This is an optimization exercise on Yosys and OpenROAD, whose aim is small area and a short achievable clock period, not a production implementation.
Only simulation tests tie the RTL to the original design; equivalence was not proved.
No activity file was given, so power comes from the tool's default toggle rates.

job 1358:
Design systolic_array_4x4, start of the top module:
module systolic_array_4x4 #(
  parameter DATA_W = 8,
  parameter ACC_W  = 16,
  parameter N      = 4
)(
  input  logic                   clk,
  input  logic                   rst_n,
  input  logic [N*DATA_W-1:0]    a_in,     
  input  logic [N*DATA_W-1:0]    w_in,     
  output logic [N*N*ACC_W-1:0]   result    
);
  logic [N-1:0][7:0]      a_q;
  logic [N-1:0][9:0]      t_q;
  logic [N-1:0][3:0][2:0] s_q;
  logic [N-1:0][7:0]      a_v, w_v;
  logic [N-1:0][9:0]      t_d;
  logic [N-1:0][3:0][2:0] s_d;
  genvar gi, gj, gr;
  for (gi = 0; gi < N; gi++) begin : OPD
    assign a_v[gi] = a_in[gi*DATA_W +: DATA_W];
    assign w_v[gi] = w_in[gi*DATA_W +: DATA_W];
    assign t_d[gi] = {2'b00, a_v[gi]} + {1'b0, a_v[gi], 1'b0};
    for (gr = 0; gr < 4; gr++) begin : DIG
      assign s_d[gi][gr][0] =  w_v[gi][2*gr] & ~w_v[gi][2*gr+1];
      assign s_d[gi][gr][1] = ~w_v[gi][2*gr] &  w_v[gi][2*gr+1];
      assign s_d[gi][gr][2] =  w_v[gi][2*gr] &  w_v[gi][2*gr+1];
    end
  end
  always_ff @(posedge clk or negedge rst_n) begin
    if (!rst_n) begin
      a_q <= '0;
      t_q <= '0;
      s_q <= '0;
    end else begin
      a_q <= a_v;
      t_q <= t_d;
      s_q <= s_d;
    end
  end
  for (gi = 0; gi < N; gi++) begin : ROW
    for (gj = 0; gj < N; gj++) begin : COL
      pe u_pe (
        .clk(clk), .rst_n(rst_n),
        .a(a_q[gi]), .t(t_q[gi]), .s(s_q[gj]),
        .psum_out(result[(gi*N+gj)*ACC_W +: ACC_W])
      );
    end
  end
endmodule
Size in the first run: ~3900 cells after synthesis, ~320 I/O pins, ~40000 sq um of cells after synthesis.
==> flow/config.mk <==
export PLATFORM = sky130hd
export DESIGN_NAME = systolic_array_4x4
export DESIGN_NICKNAME = systolic_array_4x4
export VERILOG_FILES = /design/flow/design.v
export SDC_FILE = /design/flow/constraint.sdc
export NUM_CORES = 4
export LEC_CHECK = 0
export CAP_MARGIN = 20
export CORE_MARGIN = 2
export CORE_UTILIZATION = 40
export SETUP_SLACK_MARGIN = 1.7
export SLEW_MARGIN = 20
export SYNTH_HIERARCHICAL = 1
==> flow/constraint.sdc <==
create_clock -name core_clock -period 5.2 [get_ports {clk}]
set_input_delay 1.0400 -clock core_clock [delete_from_list [all_inputs] [get_ports {clk}]]
set_output_delay 1.0400 -clock core_clock [all_outputs]
set_load 0.01 [all_outputs]
standard.sh (not shown) runs the stock make flow with config.mk's settings and CLKGATE_MAP_FILE= SYNTH_SCRIPT=/design/flow/synth_recipe.tcl, a recipe that flattens the netlist after the stock synthesis.
==> flow/flow/run.sh <==
#!/bin/bash
# Layout flow: the standard ORFS flow (standard.sh) with two settings
# passed to make:
#  - the port buffers that global placement inserts are the small
#    sky130_fd_sc_hd__buf_1 (every input and output port still gets its own
#    buffer; timing repair may resize it);
#  - ABC maps with a 1 fF load per output (ABC_LOAD_IN_FF) instead of 5 fF, so
#    the design's single-gate modules map to minimum-size cells; placement
#    and timing repair size up what needs it.
# The make output goes to standard_flow.log; ORFS keeps each step's log under
# orfs/logs.
set -euo pipefail
bash standard.sh "BUFFER_PORTS_ARGS=-buffer_cell sky130_fd_sc_hd__buf_1" \
  ABC_LOAD_IN_FF=1 finish > standard_flow.log 2>&1
Edits applied to the flow inputs when going from job 1358 to job 3336:
- SETUP_SLACK_MARGIN removed (was 1.7)
- CELL_PAD_IN_SITES_DETAIL_PLACEMENT newly set to 1
- CTS_BUF_LIST newly set to sky130_fd_sc_hd__clkbuf_8
- CELL_PAD_IN_SITES_GLOBAL_PLACEMENT newly set to 1
--- outcome ---
Status | job 1358 and job 3336 | clean
Job 1358 and job 3336 ended up with nearly the same clock-pin slew on the worst setup and hold paths.
For the overall power, job 3336 came in 0.59% higher than job 1358 did.
Delta (job 3336 minus job 1358): shortest period the worst path allows has increased, maximum frequency has decreased, part of the total power dissipated in the clock network has decreased, least setup slack across all paths after layout has decreased.
Job 1358 -> job 3336: design area flat
Relative to job 3336, the following input files were edited for job 4284:
- setting SETUP_SLACK_MARGIN to 1.5 for the first time
- removing CTS_BUF_LIST (formerly sky130_fd_sc_hd__clkbuf_8)
- removing CELL_PAD_IN_SITES_DETAIL_PLACEMENT (formerly 1)
- removing CELL_PAD_IN_SITES_GLOBAL_PLACEMENT (formerly 1)
Results
- Comparing job 3336 and job 4284, the higher number of cells on the critical path is on job 3336.
- Clock transition at the registers of the reported paths essentially unchanged between job 3336 and job 4284.
- Final standard cell count with taps included and fillers excluded: job 4284 vs job 3336 down 1.5%
- The faster design of the two is job 4284; job 3336 tops out lower.
[inputs] job 7982 vs job 4284
- SETUP_SLACK_MARGIN: 1.5 -> unset
==> flow/flow/run.sh <==
#!/bin/bash
# Layout flow: the standard ORFS flow (standard.sh, unchanged synthesis),
# with the port buffers that global placement inserts made from the small
# sky130_fd_sc_hd__buf_1 instead of ORFS's default choice. Every input and
# output port still gets its own buffer; timing repair may resize them later.
set -euo pipefail
export BUFFER_PORTS_ARGS="-buffer_cell sky130_fd_sc_hd__buf_1"
bash standard.sh finish > standard_flow.log 2>&1
--- outcome ---
Comparing job 7982 and job 4284, the lower hold slack is on job 7982.
Lower total combinational power goes to job 4284 over job 7982.
Diff job 4284 -> job 7982: sequential cell area saw little to no change, post-route met1 wirelength dropped about 2%.
In job 7982, the number of CTS-inserted buffers came out 1 above the value in job 4284.
Worst slack after detailed placement for job 7982: 42 ps up relative to job 4284
Taking job 4284 as the reference, in job 7982 buffering stage count on the worst path with inverters included rose by 1; global-route wire length before repair rose by about 3.4%; instance area after placement rose by about 3.3%.

-- afterwards: timing with drivers on the ports --
In the flow no input, the clock included, has a driving cell. The finished layouts below were timed again as built, in two steps. Step 1 assumes that a clkbuf_16 drives the clock port and a buf_2 every other input. Step 2 adds t to the input delays and takes it off the output delays; t is the mean of the earliest and latest rising clock arrival at the registers after step 1. Input paths then give back, and output paths get back, about the clock's delay inside the block. Slacks: ideal ports / drivers / drivers and shift; pairs: ideal ports / drivers.
run	t (ns)	slack for setup (ns)	slew at the worst register clock pin (ns)	pins driven straight from the clock port
job 1358	0.693	1.784 / 1.716 / 1.829	0.06 / 0.06	1
job 3336	0.789	1.412 / 1.412 / 1.412	0.07 / 0.07	1
job 4284	0.694	1.620 / 1.620 / 1.620	0.06 / 0.06	1
job 7982	0.696	1.512 / 1.512 / 1.512	0.06 / 0.06	1
After both steps setup and hold are still met in every run listed.
